Source: an optimization exercise on an open RTL-to-GDS flow (aim: small area and a short achievable clock period). Production flows keep margins and buffers that such runs may drop.
In this exercise RTL edits were held to simulation tests only and were not proved equivalent to the original.
The flow treats the clock pin as an ideal source. Dropping or thinning the clock tree relies on that and would not hold on a real chip.
Power and IR drop assume default switching activity.

==> flow/design.v <==
`timescale 1ns/10ps
module FP_MUL(CLK, RESET, ENABLE, DATA_IN, DATA_OUT, READY);
input         CLK;
input         RESET;
input         ENABLE;
input   [7:0] DATA_IN;
output  [7:0] DATA_OUT;
output        READY;
reg     [7:0] DATA_OUT;
reg           READY;
reg     [6:0] t;
always @(posedge CLK) begin
	if (RESET || t == 7'd72)
		t <= 7'd0;
	else
		t <= t + 7'd1;
end
reg op;
always @(posedge CLK) begin
	if (t == 7'd16)
		op <= ENABLE;
end
reg    [51:0] A;
reg    [10:0] E;
reg           s;
reg    [39:0] B;
wire    [4:0] elo = {1'b0, E[3:0]} + {1'b0, DATA_OUT[7:4]} + 5'd1;
always @(posedge CLK) begin
	if (t == 7'd1) A[7:0]   <= DATA_IN;
	if (t == 7'd2) A[15:8]  <= DATA_IN;
	if (t == 7'd3) A[23:16] <= DATA_IN;
	if (t == 7'd4) A[31:24] <= DATA_IN;
	if (t == 7'd5) A[39:32] <= DATA_IN;
	if (t == 7'd6) A[47:40] <= DATA_IN;
	if (t == 7'd7) A[51:48] <= DATA_IN[3:0];
end
always @(posedge CLK) begin
	if (t == 7'd8)
		E[3:0] <= DATA_OUT[7:4];
	else if (t == 7'd16)
		E[3:0] <= elo[3:0];
	if (t == 7'd9)
		E[10:4] <= DATA_OUT[6:0];
	else if (t == 7'd17)
		E[10:4] <= E[10:4] + DATA_OUT[6:0] + {6'd0, rc} + 7'h40;
end
always @(posedge CLK) begin
	if (t == 7'd9)
		s <= DATA_OUT[7];
	else if (t == 7'd17)
		s <= s ^ DATA_OUT[7];
end
integer k, j;
always @(posedge CLK) begin
	B <= {2'b00, B[39:2]};
	for (k = 0; k < 7; k = k + 1)
		if (t == 7'd9 + k)
			for (j = 0; j < 8; j = j + 1)
				if (6*k + j < 40)
					B[6*k + j] <= DATA_IN[j];
	if (t == 7'd16)
		B[38] <= 1'b1;
	if (t < 7'd9 || t > 7'd35)
		B[1:0] <= 2'b00;
end
reg    [54:0] Sn;
reg    [26:0] Kn;
reg           cflag;
reg           rc;
wire          run = (t >= 7'd10) && (t <= 7'd62);
wire          b0  = B[0];
wire          b1  = B[1];
wire   [52:0] MA   = {1'b1, A};
wire   [55:0] pp0n = ~({56{b0}} & {3'd0, MA});
wire   [55:0] pp1n = ~({56{b1}} & {2'd0, MA, 1'b0});
wire   [55:0] Sxn  = {1'b1, Sn};
wire   [55:0] s1n;
wire   [55:0] c1n;
assign c1n[0]  = 1'b1;
assign s1n[0]  = ~(Sxn[0] ^ pp0n[0]);
assign c1n[1]  = Sxn[0] | pp0n[0];
assign s1n[53] = ~(Sxn[53] ^ pp1n[53]);
assign c1n[54] = Sxn[53] | pp1n[53];
assign s1n[54] = Sxn[54];
assign c1n[55] = 1'b1;
assign s1n[55] = 1'b1;
genvar i;
generate for (i = 1; i < 53; i = i + 1) begin : row
	FP_MUL_fa fa (.a(Sxn[i]), .b(pp0n[i]), .c(pp1n[i]), .s(s1n[i]), .co(c1n[i+1]));
end endgenerate
wire   [54:0] rn;
wire   [26:0] kn;       
wire   [27:0] hn;
assign rn[0] = ~(s1n[0] ^ Kn[0]);
assign hn[0] = s1n[0] | Kn[0];
assign rn[54] = ~(s1n[54] ^ c1n[54]);
genvar m;
generate for (m = 0; m < 27; m = m + 1) begin : pair
	if (m > 0) begin : l
		FP_MUL_fa lo (.a(s1n[2*m]), .b(c1n[2*m]), .c(Kn[m]), .s(rn[2*m]), .co(hn[m]));
	end
	FP_MUL_fa hi (.a(s1n[2*m+1]), .b(c1n[2*m+1]), .c(hn[m]), .s(rn[2*m+1]), .co(kn[m]));
end endgenerate
wire          out0 = ~rn[0];
wire          out1 = ~rn[1];
wire          ins1 = (t >= 7'd35) & out1;
wire          ins0 = (t >= 7'd36) & out0;
always @(posedge CLK) begin
	Kn <= kn;
	if (run)
		Sn <= {~ins1, ~ins0, rn[54:2]};
	else
		Sn <= {8'hff, Sn[54:8]};
end
wire   [54:0] S = ~Sn;
wire    [7:0] win = cflag ? S[9:2] : S[8:1];
wire    [7:0] X   = (t == 7'd70) ? {s, E[10:4]} :
                    (t == 7'd69) ? {E[3:0], win[3:0]} : win;
wire    [4:0] lo  = {1'b0, X[3:0]} + {4'd0, rc};
wire          c4  = (t == 7'd69) ? cflag : lo[4];
wire    [3:0] hi  = {1'b0, X[6:4]} + {3'd0, c4};
wire          b7  = (t == 7'd70) ? X[7] : X[7] ^ hi[3];
wire          c8  = X[7] & hi[3];
always @(posedge CLK) begin
	if (t == 7'd62)
		cflag <= out1;
end
always @(posedge CLK) begin
	if (t == 7'd16)
		rc <= elo[4];
	else if (t == 7'd62)
		rc <= out1 ? S[3] : S[2];
	else
		rc <= c8;
end
always @(posedge CLK) begin
	if (t == 7'd7 || t == 7'd8 || t == 7'd15 || t == 7'd16)
		DATA_OUT <= DATA_IN;
	else
		DATA_OUT <= {b7, hi[2:0], lo[3:0]};
end
always @(posedge CLK) begin
	if (RESET)
		READY <= 1'b0;
	else
		READY <= op && (t >= 7'd63) && (t <= 7'd70);
end
endmodule
module FP_MUL_fa(a, b, c, s, co);
input  a, b, c;
output s, co;
assign s  = a ^ b ^ c;
assign co = (a & b) | (a & c) | (b & c);
endmodule
export LEC_CHECK = 0
export CAP_MARGIN = 20
export CORE_MARGIN = 2
export CORE_UTILIZATION = 40
export SLEW_MARGIN = 20
create_clock -name core_clock -period 12.5 [get_ports {CLK}]
standard.sh (not shown) runs the stock make flow with config.mk's settings and CLKGATE_MAP_FILE= SYNTH_SCRIPT=/design/flow/synth_recipe.tcl, a recipe that flattens the netlist after the stock synthesis.
==> flow/flow/run.sh <==
#!/bin/bash
# Standard ORFS layout (the standard.sh) with these changes:
#  - port buffers use buf_2 instead of the default pick (a slow delay cell);
#  - the design is synthesized module by module (SYNTH_HIERARCHICAL=1, then
#    flattened by synth_recipe.tcl) so each FP_MUL_fa instance maps to one fa cell;
#  - after CTS, clock_tree.tcl removes the clock tree's middle level and splits
#    its root into four buffers fed by the clock port, so the clock reaches every
#    register through two buffers (the same number for all registers); the two
#    levels of buffers are then replaced by two levels of clock inverters, which
#    are faster (an even number of inversions: registers still see the rising edge);
#  - ABC_AREA=1 for the top-level logic.
# Each tool's output goes to a log file in this folder; ORFS keeps its step logs in orfs/logs.
set -euo pipefail
VARS=("BUFFER_PORTS_ARGS=-buffer_cell sky130_fd_sc_hd__buf_2"
      SETUP_SLACK_MARGIN=9.3 SYNTH_HIERARCHICAL=1 ABC_AREA=1 CTS_CLUSTER_SIZE=24 CTS_CLUSTER_DIAMETER=80)
bash standard.sh "${VARS[@]}" cts > make_cts.log 2>&1
R=orfs/results/sky130hd/FP_MUL/base
ROOT_INV=sky130_fd_sc_hd__clkinv_8 LEAF_INV=sky130_fd_sc_hd__clkinv_8 CTS_ODB=$R/4_cts.odb openroad -no_init -exit flow/clock_tree.tcl > clock_tree.log 2>&1
bash standard.sh "${VARS[@]}" finish > make_finish.log 2>&1
Other scripts of this flow, unchanged in this note and not shown: flow/flow/clock_tree.tcl
Then changed:
--- a/flow/flow/run.sh
+++ b/flow/flow/run.sh
@@ -12,6 +12,6 @@
 # Each tool's output goes to a log file in this folder; ORFS keeps its step logs in orfs/logs.
 set -euo pipefail
-VARS=("BUFFER_PORTS_ARGS=-buffer_cell sky130_fd_sc_hd__buf_2"
-      SETUP_SLACK_MARGIN=9.3 SYNTH_HIERARCHICAL=1 ABC_AREA=1 CTS_CLUSTER_SIZE=24 CTS_CLUSTER_DIAMETER=80)
+VARS=("BUFFER_PORTS_ARGS=-buffer_cell sky130_fd_sc_hd__buf_4"
+      SETUP_SLACK_MARGIN=9.3 SYNTH_HIERARCHICAL=1 ABC_AREA=1 CTS_CLUSTER_SIZE=30 CTS_CLUSTER_DIAMETER=100)
 bash standard.sh "${VARS[@]}" cts > make_cts.log 2>&1
 R=orfs/results/sky130hd/FP_MUL/base
What happened: Maximum frequency grows by about 4.6%. Synthesized cell count does not change. Synthesized area does not change. Routed wire length shrinks by 0.95%. Via count grows by about 0.9%. Cell area shrinks by 1.5%.
Then changed:
--- a/flow/flow/run.sh
+++ b/flow/flow/run.sh
@@ -12,6 +12,6 @@
 # Each tool's output goes to a log file in this folder; ORFS keeps its step logs in orfs/logs.
 set -euo pipefail
-VARS=("BUFFER_PORTS_ARGS=-buffer_cell sky130_fd_sc_hd__buf_4"
-      SETUP_SLACK_MARGIN=9.3 SYNTH_HIERARCHICAL=1 ABC_AREA=1 CTS_CLUSTER_SIZE=30 CTS_CLUSTER_DIAMETER=100)
+VARS=("BUFFER_PORTS_ARGS=-buffer_cell sky130_fd_sc_hd__buf_2"
+      SETUP_SLACK_MARGIN=9.3 CORE_UTILIZATION=65 SYNTH_HIERARCHICAL=1 ABC_AREA=1 CTS_CLUSTER_SIZE=30 CTS_CLUSTER_DIAMETER=100)
 bash standard.sh "${VARS[@]}" cts > make_cts.log 2>&1
 R=orfs/results/sky130hd/FP_MUL/base
After rerunning: The new run ran to the end with no violations; wire length is lower slightly; die area goes down by well over a third; power goes up slightly.
Then changed:
--- a/flow/flow/run.sh
+++ b/flow/flow/run.sh
@@ -9,11 +9,14 @@
 #    levels of buffers are then replaced by two levels of clock inverters, which
 #    are faster (an even number of inversions: registers still see the rising edge);
-#  - ABC_AREA=1 for the top-level logic.
+#  - ABC_AREA=1 for the top-level logic;
+#  - iso_out.tcl puts a small buffer between each output register and its
+#    internal loads, so the register drives little more than its port buffer.
 # Each tool's output goes to a log file in this folder; ORFS keeps its step logs in orfs/logs.
 set -euo pipefail
 VARS=("BUFFER_PORTS_ARGS=-buffer_cell sky130_fd_sc_hd__buf_2"
-      SETUP_SLACK_MARGIN=9.3 CORE_UTILIZATION=65 SYNTH_HIERARCHICAL=1 ABC_AREA=1 CTS_CLUSTER_SIZE=30 CTS_CLUSTER_DIAMETER=100)
+      SETUP_SLACK_MARGIN=9.3 SYNTH_HIERARCHICAL=1 ABC_AREA=1 CTS_CLUSTER_SIZE=30 CTS_CLUSTER_DIAMETER=100)
 bash standard.sh "${VARS[@]}" cts > make_cts.log 2>&1
 R=orfs/results/sky130hd/FP_MUL/base
 ROOT_INV=sky130_fd_sc_hd__clkinv_8 LEAF_INV=sky130_fd_sc_hd__clkinv_8 CTS_ODB=$R/4_cts.odb openroad -no_init -exit flow/clock_tree.tcl > clock_tree.log 2>&1
+ISO_BUF=sky130_fd_sc_hd__buf_2 CTS_ODB=$R/4_cts.odb openroad -no_init -exit flow/iso_out.tcl > iso_out.log 2>&1
 bash standard.sh "${VARS[@]}" finish > make_finish.log 2>&1
==> flow/flow/iso_out.tcl (new file) <==
# Isolate the output registers from their internal loads: each register that
# drives an output port buffer and other cells gets a small buffer for the
# other cells, so its own load is just the port buffer plus that buffer.
read_db $::env(CTS_ODB)
set block [ord::get_db_block]
set bufm [[ord::get_db] findMaster $::env(ISO_BUF)]
set n 0
foreach bt [$block getBTerms] {
  if {[$bt getIoType] ne "OUTPUT"} continue
  set pnet [$bt getNet]
  # the port buffer driving this port
  set pbuf ""
  foreach it [$pnet getITerms] { if {[$it isOutputSignal]} { set pbuf [$it getInst] } }
  if {$pbuf eq ""} continue
  set qnet [[$pbuf findITerm A] getNet]
  set reg ""
  foreach it [$qnet getITerms] { if {[$it isOutputSignal]} { set reg [$it getInst] } }
  if {$reg eq "" || ![string match "*df*" [[$reg getMaster] getName]]} continue
  set others {}
  foreach it [$qnet getITerms] {
    if {[$it isOutputSignal]} continue
    if {[$it getInst] eq $pbuf} continue
    lappend others $it
  }
  if {[llength $others] == 0} continue
  set name "iso_[$reg getId]"
  set b [odb::dbInst_create $block $bufm $name]
  set net [odb::dbNet_create $block "${name}_net"]
  [$b findITerm A] connect $qnet
  [$b findITerm X] connect $net
  foreach it $others { $it disconnect; $it connect $net }
  set loc [$reg getLocation]
  $b setLocation [lindex $loc 0] [lindex $loc 1]
  $b setPlacementStatus PLACED
  incr n
  puts "isolated [$reg getName]: [llength $others] loads moved behind $name"
}
puts "isolated $n output registers"
detailed_placement
check_placement
write_db $::env(CTS_ODB)
Effect:
- utilization drops by 27 points
- via count drops by 2.5%
- flip-flop and latch count is unchanged
- final cell count climbs by 13%
- fmax drops by 0.95%
- power climbs by 0.50%
- global-route usage drops by 11 points
- sequential share of layout area drops by 0.82 points
- routed wire length climbs by 2.1%
In the second, third and fourth runs of this note the design's own scripts or RTL, not TritonCTS, make the clock network.

-- separate check: timing with driven ports --
How much do the figures lean on ideal ports? The routed layouts below were timed once more, with nothing changed but the port constraints. Step 1, drivers: a clkbuf_16 drives CLK and a buf_2 each remaining input, both assumed. Step 2 moves the port delays by t, midway between the first and last clock arrival at a register: inputs arrive t later, outputs are due t later. That takes back most of the time a late clock gives input paths. Slacks: no drivers / after step 1 / after step 2; pairs: no drivers / after step 1.
run | t (ns) | setup slack, ns | hold slack, ns | worst register clock-pin slew, ns | cell pins on the clock port's net
the first run | 0.393 | 9.168 / 9.015 / 9.117 | 0.232 / 0.232 / 0.232 | 0.09 / 0.09 | 4
the second run | 0.304 | 9.315 / 9.163 / 9.276 | 0.413 / 0.413 / 0.413 | 0.12 / 0.12 | 4
the third run | 0.299 | 9.341 / 9.196 / 9.176 | 0.437 / 0.438 / 0.438 | 0.12 / 0.12 | 4
the fourth run | 0.311 | 9.310 / 9.160 / 9.183 | 0.424 / 0.423 / 0.423 | 0.12 / 0.12 | 4
After both steps every run listed still meets setup and hold. The setup slack of the third run, which loses most, moves by -0.145 ns with the drivers and by -0.165 ns with both steps.
